This is an optimization exercise on Yosys and OpenROAD, whose aim is small area, not a production implementation.
Only the layout flow was run in this run; the RTL was not checked for function there.
Power figures rest on the tool's default switching activity, not on a simulated workload.

`flow/run.sh`:
```
#!/bin/bash
# synth_recipe.tcl (not shown) runs the flow's synth.tcl, then flattens the netlist and writes it again
# the make line also repeats each setting of config.mk as NAME=value (left out here)
make -C /OpenROAD-flow-scripts/flow DESIGN_CONFIG=/design/flow/config.mk WORK_HOME=/design/flow/orfs CLKGATE_MAP_FILE= SYNTH_SCRIPT=/design/flow/synth_recipe.tcl finish
```
`flow/config.mk`:
```
export PLATFORM = sky130hd
export DESIGN_NAME = uart_main
export DESIGN_NICKNAME = uart_main
export VERILOG_FILES = /design/flow/design.v
export SDC_FILE = /design/flow/constraint.sdc
export NUM_CORES = 4
export LEC_CHECK = 0
export CAP_MARGIN = 20
export CORE_MARGIN = 2
export CORE_UTILIZATION = 40
export SLEW_MARGIN = 20
```
`flow/constraint.sdc`:
```
create_clock -name core_clock -period 10.0 [get_ports {clk_in}]
set_input_delay 2.0000 -clock core_clock [delete_from_list [all_inputs] [get_ports {clk_in}]]
set_output_delay 2.0000 -clock core_clock [all_outputs]
set_load 0.01 [all_outputs]
```
`flow/design.v`:
```
`timescale 1ns / 1ps
module clock_divider #(
    parameter logic [31:0] DIV_FACTOR = 32'd100_000_000
)(
    input logic clk_in,          
    input logic reset,           
    output logic clk_out         
);
    logic [31:0] counter;
    always_ff @(posedge clk_in or posedge reset) begin
        if (reset) begin
            counter <= 32'b0;
            clk_out <= 1'b0;
        end else begin
            if (counter == (DIV_FACTOR/2) - 1) begin
                clk_out <= ~clk_out;
                counter <= 32'b0;
            end else begin
                counter <= counter + 1;
            end
        end
    end
endmodule
`timescale 1ns / 1ps
module clock_divider_receiver #(
    parameter logic [31:0] DIV_FACTOR = 32'd1302
)(
    input logic clk_in,
    input logic reset,
    output logic clk_out
    );
    logic [31:0] counter;
    always_ff @(posedge clk_in or posedge reset) begin
        if (reset) begin
            counter <= 32'b0;
            clk_out <= 1'b0;
        end else begin
            if (counter == (DIV_FACTOR/2) - 1) begin
                clk_out <= ~clk_out;
                counter <= 32'b0;
            end else begin
                counter <= counter + 1;
            end
        end
    end
endmodule
`timescale 1ns / 1ps
module baud_rate_selector_tt(
    input logic clk_in,
    input logic reset,
    input logic [1:0] S,
    output logic tick            
);
    logic clk_out_0, clk_out_1, clk_out_2, clk_out_3;
    logic clk_out, clk_out_d;
     clock_divider #(.DIV_FACTOR(32'd20_833)) m_6(.clk_in(clk_in), .reset(reset), .clk_out(clk_out_0));   
     clock_divider #(.DIV_FACTOR(32'd10_417)) m_5(.clk_in(clk_in), .reset(reset), .clk_out(clk_out_1));   
     clock_divider #(.DIV_FACTOR(32'd868))    m_7(.clk_in(clk_in), .reset(reset), .clk_out(clk_out_2));   
     clock_divider #(.DIV_FACTOR(32'd1_736))  m_8(.clk_in(clk_in), .reset(reset), .clk_out(clk_out_3));   
 always_ff @(posedge clk_in or posedge reset)
 begin
        if (reset) begin
            clk_out <= 1'b0;
            clk_out_d <= 1'b0;
        end else begin
            case (S)
                2'b00: clk_out <= clk_out_0;
                2'b01: clk_out <= clk_out_1;
                2'b10: clk_out <= clk_out_2;
                2'b11: clk_out <= clk_out_3;
                default: clk_out <= clk_out_3;
            endcase
            clk_out_d <= clk_out;
        end
    end
 assign tick = clk_out & ~clk_out_d;
endmodule
`timescale 1ns / 1ps
module baud_rate_selector_receiver(
    input logic clk_in,
    input logic reset,
    input logic [1:0] S,
    output logic tick            
);
    logic clk_out_0, clk_out_1, clk_out_2, clk_out_3;
    logic clk_out, clk_out_d;
     clock_divider_receiver #(.DIV_FACTOR(32'd1_302))  a_1(.clk_in(clk_in), .reset(reset), .clk_out(clk_out_0));   
     clock_divider_receiver #(.DIV_FACTOR(32'd651))    a_2(.clk_in(clk_in), .reset(reset), .clk_out(clk_out_1));   
     clock_divider_receiver #(.DIV_FACTOR(32'd54))     a_3(.clk_in(clk_in), .reset(reset), .clk_out(clk_out_2));   
     clock_divider_receiver #(.DIV_FACTOR(32'd108))    a_4(.clk_in(clk_in), .reset(reset), .clk_out(clk_out_3));   
 always_ff @(posedge clk_in or posedge reset)
 begin
        if (reset) begin
            clk_out <= 1'b0;
            clk_out_d <= 1'b0;
        end else begin
            case (S)
                2'b00: clk_out <= clk_out_0;
                2'b01: clk_out <= clk_out_1;
                2'b10: clk_out <= clk_out_2;
                2'b11: clk_out <= clk_out_3;
                default: clk_out <= clk_out_3;
            endcase
            clk_out_d <= clk_out;
        end
    end
 assign tick = clk_out & ~clk_out_d;
endmodule
`timescale 1ns / 1ps
module transmitter_controller(input logic clk_in,input logic reset,input logic [1:0]S,
input logic Load,input [7:0]data_board,output logic ser_out);
logic [3:0]state;
logic transmit;
logic tick;
logic [7:0]data_1;
baud_rate_selector_tt s_1(.clk_in(clk_in),.reset(reset),.S(S),.tick(tick));
  logic [1:0]a;
always_ff @(posedge clk_in or posedge reset)
begin
  if (reset) begin
      ser_out <= 1'b1;
      state <= 4'b0000;
  end else if (tick) begin
      case(state)
      4'b0000: begin  ser_out<=1'b1;   if(transmit)  state<=4'b0001;    else state<=4'b0000; end
      4'b0001: begin  ser_out<=1'b0;  state<=4'b0010; end
      4'b0010: begin  ser_out<=data_1[0];   state<=4'b0011;  end
      4'b0011: begin  ser_out<=data_1[1];   state<=4'b0100; end
      4'b0100: begin  ser_out<=data_1[2];   state<=4'b0101; end
      4'b0101: begin  ser_out<=data_1[3];   state<=4'b0110; end
      4'b0110: begin  ser_out<=data_1[4];   state<=4'b0111; end
      4'b0111: begin  ser_out<=data_1[5];   state<=4'b1000;  end
      4'b1000: begin  ser_out<=data_1[6];   state<=4'b1001; end
      4'b1001: begin  ser_out<=data_1[7];   state<=4'b1010; end
      4'b1010: begin  ser_out<=1'b1;  state<=4'b0000; end
      default: begin  ser_out<=1'b1; state<=4'b0000;  end
      endcase
  end
end
always_ff @(posedge clk_in)
begin
  if (tick && state == 4'b0000 && Load) data_1 <= data_board;
end
always_ff @(posedge clk_in or posedge reset)
begin
  if (reset) begin
      transmit <= 1'b0;
      a <= 2'b00;
  end else if (tick) begin
      case(state)
      4'b0000: begin   if(Load) begin a<=2'b01; end  else begin if(a!=2'b00) begin transmit <=1'b1;a<=2'b00; end else begin transmit <=1'b0;  end end end
      default: begin    end
      endcase
  end
end
endmodule
module uart_receiver(
    input logic clk_in,
    input logic reset,
    input logic [1:0] S,
    input logic serial_in,
    output logic [7:0] register
);
logic tick;
logic previous_serial_in;
logic [3:0] state;
logic valid_bit;
logic [3:0] count;
 baud_rate_selector_receiver s_3(clk_in,reset,S,tick);
always_ff @(posedge clk_in or posedge reset) begin
    if (reset) begin
        previous_serial_in <= 1'b1;
        valid_bit <= 1'b0;
    end else if (tick) begin
        previous_serial_in <= serial_in;
        valid_bit <= previous_serial_in & ~serial_in;
    end
end
always_ff @(posedge clk_in or posedge reset) begin
    if (reset) begin
        state <= 4'b0000;
        count <= 4'b0000;
        register <= 8'b00000000;
    end else if (tick) begin
        case (state)
            4'b0000: begin
                if (valid_bit) begin
                    state <= 4'b0001;
                    count <= 4'b0111;
                end
            end
            4'b0001: begin
                if (count == 4'b1111) begin
                    state <= 4'b0010;
                    count <= 4'b0000;
                end else begin
                    count <= count + 1;
                end
            end
            4'b0010: begin
                if (count == 4'b1111) begin
                    register[0] <= serial_in;
                    state <= 4'b0011;
                    count <= 4'b0000;
                end else begin
                    count <= count + 1;
                end
            end
            4'b0011: begin
                if (count == 4'b1111) begin
                    register[1] <= serial_in;
                    state <= 4'b0100;
                    count <= 4'b0000;
                end else begin
                    count <= count + 1;
                end
            end
            4'b0100: begin
                if (count == 4'b1111) begin
                    register[2] <= serial_in;
                    state <= 4'b0101;
                    count <= 4'b0000;
                end else begin
                    count <= count + 1;
                end
            end
            4'b0101: begin
                if (count == 4'b1111) begin
                    register[3] <= serial_in;
                    state <= 4'b0110;
                    count <= 4'b0000;
                end else begin
                    count <= count + 1;
                end
            end
            4'b0110: begin
                if (count == 4'b1111) begin
                    register[4] <= serial_in;
                    state <= 4'b0111;
                    count <= 4'b0000;
                end else begin
                    count <= count + 1;
                end
            end
            4'b0111: begin
                if (count == 4'b1111) begin
                    register[5] <= serial_in;
                    state <= 4'b1000;
                    count <= 4'b0000;
                end else begin
                    count <= count + 1;
                end
            end
            4'b1000: begin
                if (count == 4'b1111) begin
                    register[6] <= serial_in;
                    state <= 4'b1001;
                    count <= 4'b0000;
                end else begin
                    count <= count + 1;
                end
            end
            4'b1001: begin
                if (count == 4'b1111) begin
                    register[7] <= serial_in;
                    state <= 4'b1010;
                    count <= 4'b0000;
                end else begin
                    count <= count + 1;
                end
            end
            4'b1010: begin
                if (count == 4'b1111) begin
                    if (serial_in == 1'b1) begin
                        state <= 4'b0000;
                    end
                    count <= 4'b0000;
                end else begin
                    count <= count + 1;
                end
            end
            default: begin
                state <= 4'b0000;
            end
        endcase
    end
end
endmodule
`timescale 1ns / 1ps
module uart_main(
     input logic clk_in,
     input logic  reset,
     input logic [1:0]S,
     input logic Load,
     input logic [7:0]data_board,
     output logic serial_out,
     input logic serial_in,
     output logic [7:0]register
   );
transmitter_controller tc_1(clk_in,reset,S,Load,data_board,serial_out);
uart_receiver rc_1(clk_in,reset,S,serial_in,register );
endmodule
```
==> results_dict.tcl <==
set metrics [dict create \
    status "no timing/DRC/antenna violations" \
    overflow 0 \
    end_kind "output port" \
    p_sw_uw 541 \
    hold_viol_final 0 \
    vias 9551 \
    cp_num_buf_inv 1 \
    setup_viol 0 \
    synth.area.mux_share 0.0146 \
    hold_path_class "reg2reg" \
    dieHeight_um 192 \
    r2r_end "tc_1.s_1.m_6.counter[20]" \
    n_antenna_cell 0 \
    coreArea_mm2 0.0347 \
    synth_area_leaders "dfrtp_1, xnor2_1, xor2_1, nand4_1, nand3_1" \
    layout.nets 1361 \
    reg2reg_from "tc_1.s_1.m_6.counter[0]" \
    syn_area_per_cell_um2 10.9 \
    min_period_over_period 0.357 \
    antenna_found_initial 0 \
    power.leakage_uw 0.00710 \
    syn_nets 1333 \
    ant_nets 0 \
    drtIter0Drc 665 \
    cts.path.max_buffers 3 \
    netlist_area_mm2 0.0142 \
    swShare 0.206 \
    p_seq_frac 0.474 \
    fin_setup_tns_ns 0 \
    yosysTopAreaCell "dfrtp_1" \
    yosysSeqAreaShare 0.534 \
    firstDrtPassIters 5 \
    synth_top_family_by_area "simple AND/OR/NAND/NOR gates" \
    synth_edf_count 8 \
    hold_depth 0 \
    path_clk_slew_ns 0.06 \
    power.internal_uw 2080 \
    worstSetupPathDepth 1 \
    grt_usage 0.147 \
    r2r_slack_ns 7.88 \
    yosys.area_share.adder 0.0123 \
    synth_ff_type "dfrtp_1" \
    root_buffer "clkbuf_16" \
    fin_skew_ns 0.0260 \
    max-cap-violations 0 \
    drv_slew 0 \
    reg2reg_depth 5 \
    powerDensity_mw_per_mm2 163 \
    crit_type "reg2out" \
    holdPathEnd "rc_1.s_3.clk_out_d" \
    synth.distinct_cells 56 \
    rsz0062_at_grt "false" \
    synth_compound_area_frac 0.0185 \
    grt_start_max_net_pins 164 \
    total_power_uw 2620 \
    numCtsBuffers 35 \
    synth_simple_gate_area_frac 0.247 \
    clk_latency_ns 0.52 \
    wl_per_cell_um 14.2 \
    cts_tree "done" \
    syn_inst 1305 \
    grt_pass1_wl_um 45600 \
    num_rows 68 \
    cp_max_fo 2 \
    required_ns 8.00 \
    ys_ff_latch 301 \
    dieArea_mm2 0.0370 \
    via_per_inst 5.27 \
    slowest_stage "clkdlybuf4s50_1" \
    cp_top_family "buffers and inverters" \
    cts_resized 0 \
    synth-xor-area-share 0.151 \
    min-delay-start "rc_1.s_3.clk_out" \
    cts_setup_buffers 0 \
    period_minus_slack_ns 3.57 \
    yosysWarningCount 12 \
    drc 0 \
    finalWirelength_um 25800 \
    h-tree-depth 2 \
    holdBufCountCts 0 \
    synthArstFlopShare 0.973 \
    max-vdd-ir-drop_mv 0.136 \
    clock_power_share 0.505 \
    synth_top_cell_area_share 0.513 \
    start_util 0.409 \
    max_freq_mhz 280 \
    p_comb_frac 0.021 \
    crit_chain "clkdlybuf4s50_1" \
    die_w_um 192 \
    drive_gt1_frac 0.0693 \
    cts_sinks 301 \
    io_pins 23 \
    place_congestion 0.746 \
    cp-start-kind "register" \
    numPortBuffers 22 \
    arrival_ns 1.57 \
    max-slew-margin-rel 0.292 \
    syn_to_final_growth_pct 13.2 \
    worst_path_largest_cell_delay_ns 0.53 \
    grt_pass1_vias 9464 \
    post-dp-hpwl_um 16500 \
    worst_slew_pin_slew_ns 1.05 \
    fill_cells 3222 \
]
==> cell families (layout without fill, tap and decap cells) <==
logic type      count (synthesis)  in the layout
simple gates                  613            613
flops                         301            301
xor+xnor                      245            245
buf+inv                        76            127
compound gates                 39             39
mux                            17             17
fa+ha+maj                      14             14
==> how the worst max path moves through the flow <==
| stage | endpoint | slack, ns | startpoint |
|---|---|---|---|
| after global routing | rc_1.s_3.a_4.counter[10] | 6.14 | reset |
| after global placement | rc_1.s_3.a_3.counter[23] | 5.84 | reset |
| after detailed placement | rc_1.s_3.a_3.counter[21] | 5.83 | reset |
| after floorplan | rc_1.count[0] | 4.11 | reset |
| after CTS | rc_1.s_3.a_3.counter[0] | 6.37 | reset |
| final | serial_out | 6.43 | tc_1.ser_out |
==> cells in the final DEF, fill, tap and decap left out, types with 4 or more instances in the layout <==
master / netlist / final
nand2_1: 81 / 81
mux2i_1: 5 / 5
clkbuf_16: 0 / 36
a21o_1: 5 / 5
nor4bb_1: 6 / 6
and3_1: 31 / 31
clkdlybuf4s50_1: 0 / 22
nor4b_1: 16 / 16
nand4_1: 87 / 87
inv_1: 42 / 41
and2_1: 14 / 14
and4_1: 31 / 31
dfrtp_1: 291 / 291
or4_1: 4 / 4
xor2_1: 105 / 105
nor4_1: 53 / 53
nor2_1: 103 / 103
o21ai_0: 10 / 10
clkbuf_1: 30 / 8
bufinv_16: 0 / 5
nand2b_1: 4 / 4
xnor2_1: 140 / 140
clkbuf_8: 0 / 5
ha_1: 14 / 14
nor4_2: 10 / 10
nor3_1: 53 / 53
mux2_2: 10 / 10
nand3_1: 90 / 90
a21oi_1: 6 / 6
nor2b_1: 8 / 8
edfxtp_1: 8 / 8
==> synthesized netlist by cell type, drive strengths merged, types with 7 or more instances <==
cell type  instances
o21ai             10
nor2b              8
and2              14
nand3             90
nor3              58
nor2             103
or4                7
nand4             88
xnor2            140
clkbuf            30
mux2              10
nor4b             16
inv               42
ha                14
edfxtp             8
nand2             81
nor4              65
dfrtp            291
and4              33
xor2             105
and3              31
==> sequential cells by signal (all words and copies together), names as in the netlist, 4 cells and up <==
name	count
rc_1.s_3.a_2.counter	32
tc_1.s_1.m_8.counter	32
tc_1.s_1.m_7.counter	32
rc_1.s_3.a_1.counter	32
tc_1.state	4
rc_1.s_3.a_3.counter	32
rc_1.s_3.a_4.counter	32
tc_1.s_1.m_6.counter	32
rc_1.register	8
tc_1.s_1.m_5.counter	32
rc_1.state	4
tc_1.data_1	8
rc_1.count	4
==> power by group through the flow <==
stage	registers [µW]	clock network [µW]	logic (µW)
2_1_floorplan	1260	0	36.2
3_3_place_gp	1260	0	56.7
3_5_place_dp	1260	0	57.1
4_1_cts	1240	1360	57.4
5_1_grt	1240	1410	63.7
6_report	1240	1320	54.2
==> metal layers <==
metal	track usage	routed length, µm
met5	0	0
met4	0.0526	680
met3	0.0238	825
met2	0.235	11600
met1	0.204	12600
==> area by class of cell <==
class / count / area, µm² / share of cell area
Sequential cell: 301 / 7570 / 0.472
Inverter: 42 / 161 / 0.0101
Tap cell: 455 / 569 / 0.0355
Clock inverter: 11 / 199 / 0.0124
Multi-Input combinational cell: 928 / 6300 / 0.392
Timing Repair Buffer: 25 / 255 / 0.0159
Clock buffer: 49 / 1000 / 0.0623
==> worst reg2reg max path: cells and delay by family, from the launching register on <==
kind                       cells  cell delay, ns
and+or+nand+nor                3            1.25
adders and majority gates      1            0.22
DFF                            1            0.39
xor gates and xnor gates       1            0.16
==> per-stage QoR <==
step / instances / area (µm²) / setup WS [ns] / hold WS, ns / util
after detailed placement: 1751 / 14900 / 5.83 / 0.442 / 0.428
after floorplan: 1305 / 14200 / 4.11 / 0.355 / -
final: 1811 / 16100 / 6.43 / 0.446 / 0.463
after CTS: 1811 / 16100 / 6.37 / 0.453 / 0.463
after global routing: 1811 / 16100 / 6.14 / 0.461 / 0.463
after global placement: 1751 / 14900 / 5.84 / 0.446 / 0.428

what the ideal ports hide:
No port has a modelled driver above. Below, the same layout with a new extraction and two added sets of constraints. Step 1 assumes that a clkbuf_16 drives the clock port and a buf_2 every other input. Step 2, shift: input delay + t, output delay - t, t = (earliest + latest rising clock arrival at the registers) / 2. This alone moves slack from input paths to output paths. Slacks: no drivers / after step 1 / after step 2; pairs: no drivers / after step 1.
shift t [ns]: 0.562
setup slack, ns: 6.427 / 6.377 / 5.933
worst hold slack (ns): 0.446 / 0.446 / 0.446
worst setup path after step 2: input, reset recovery
After both steps this run still meets setup and hold. For this run, drivers alone change the setup slack by -0.050 ns; drivers and shift together by -0.494 ns. The worst setup slack also covers recovery checks on asynchronous resets.
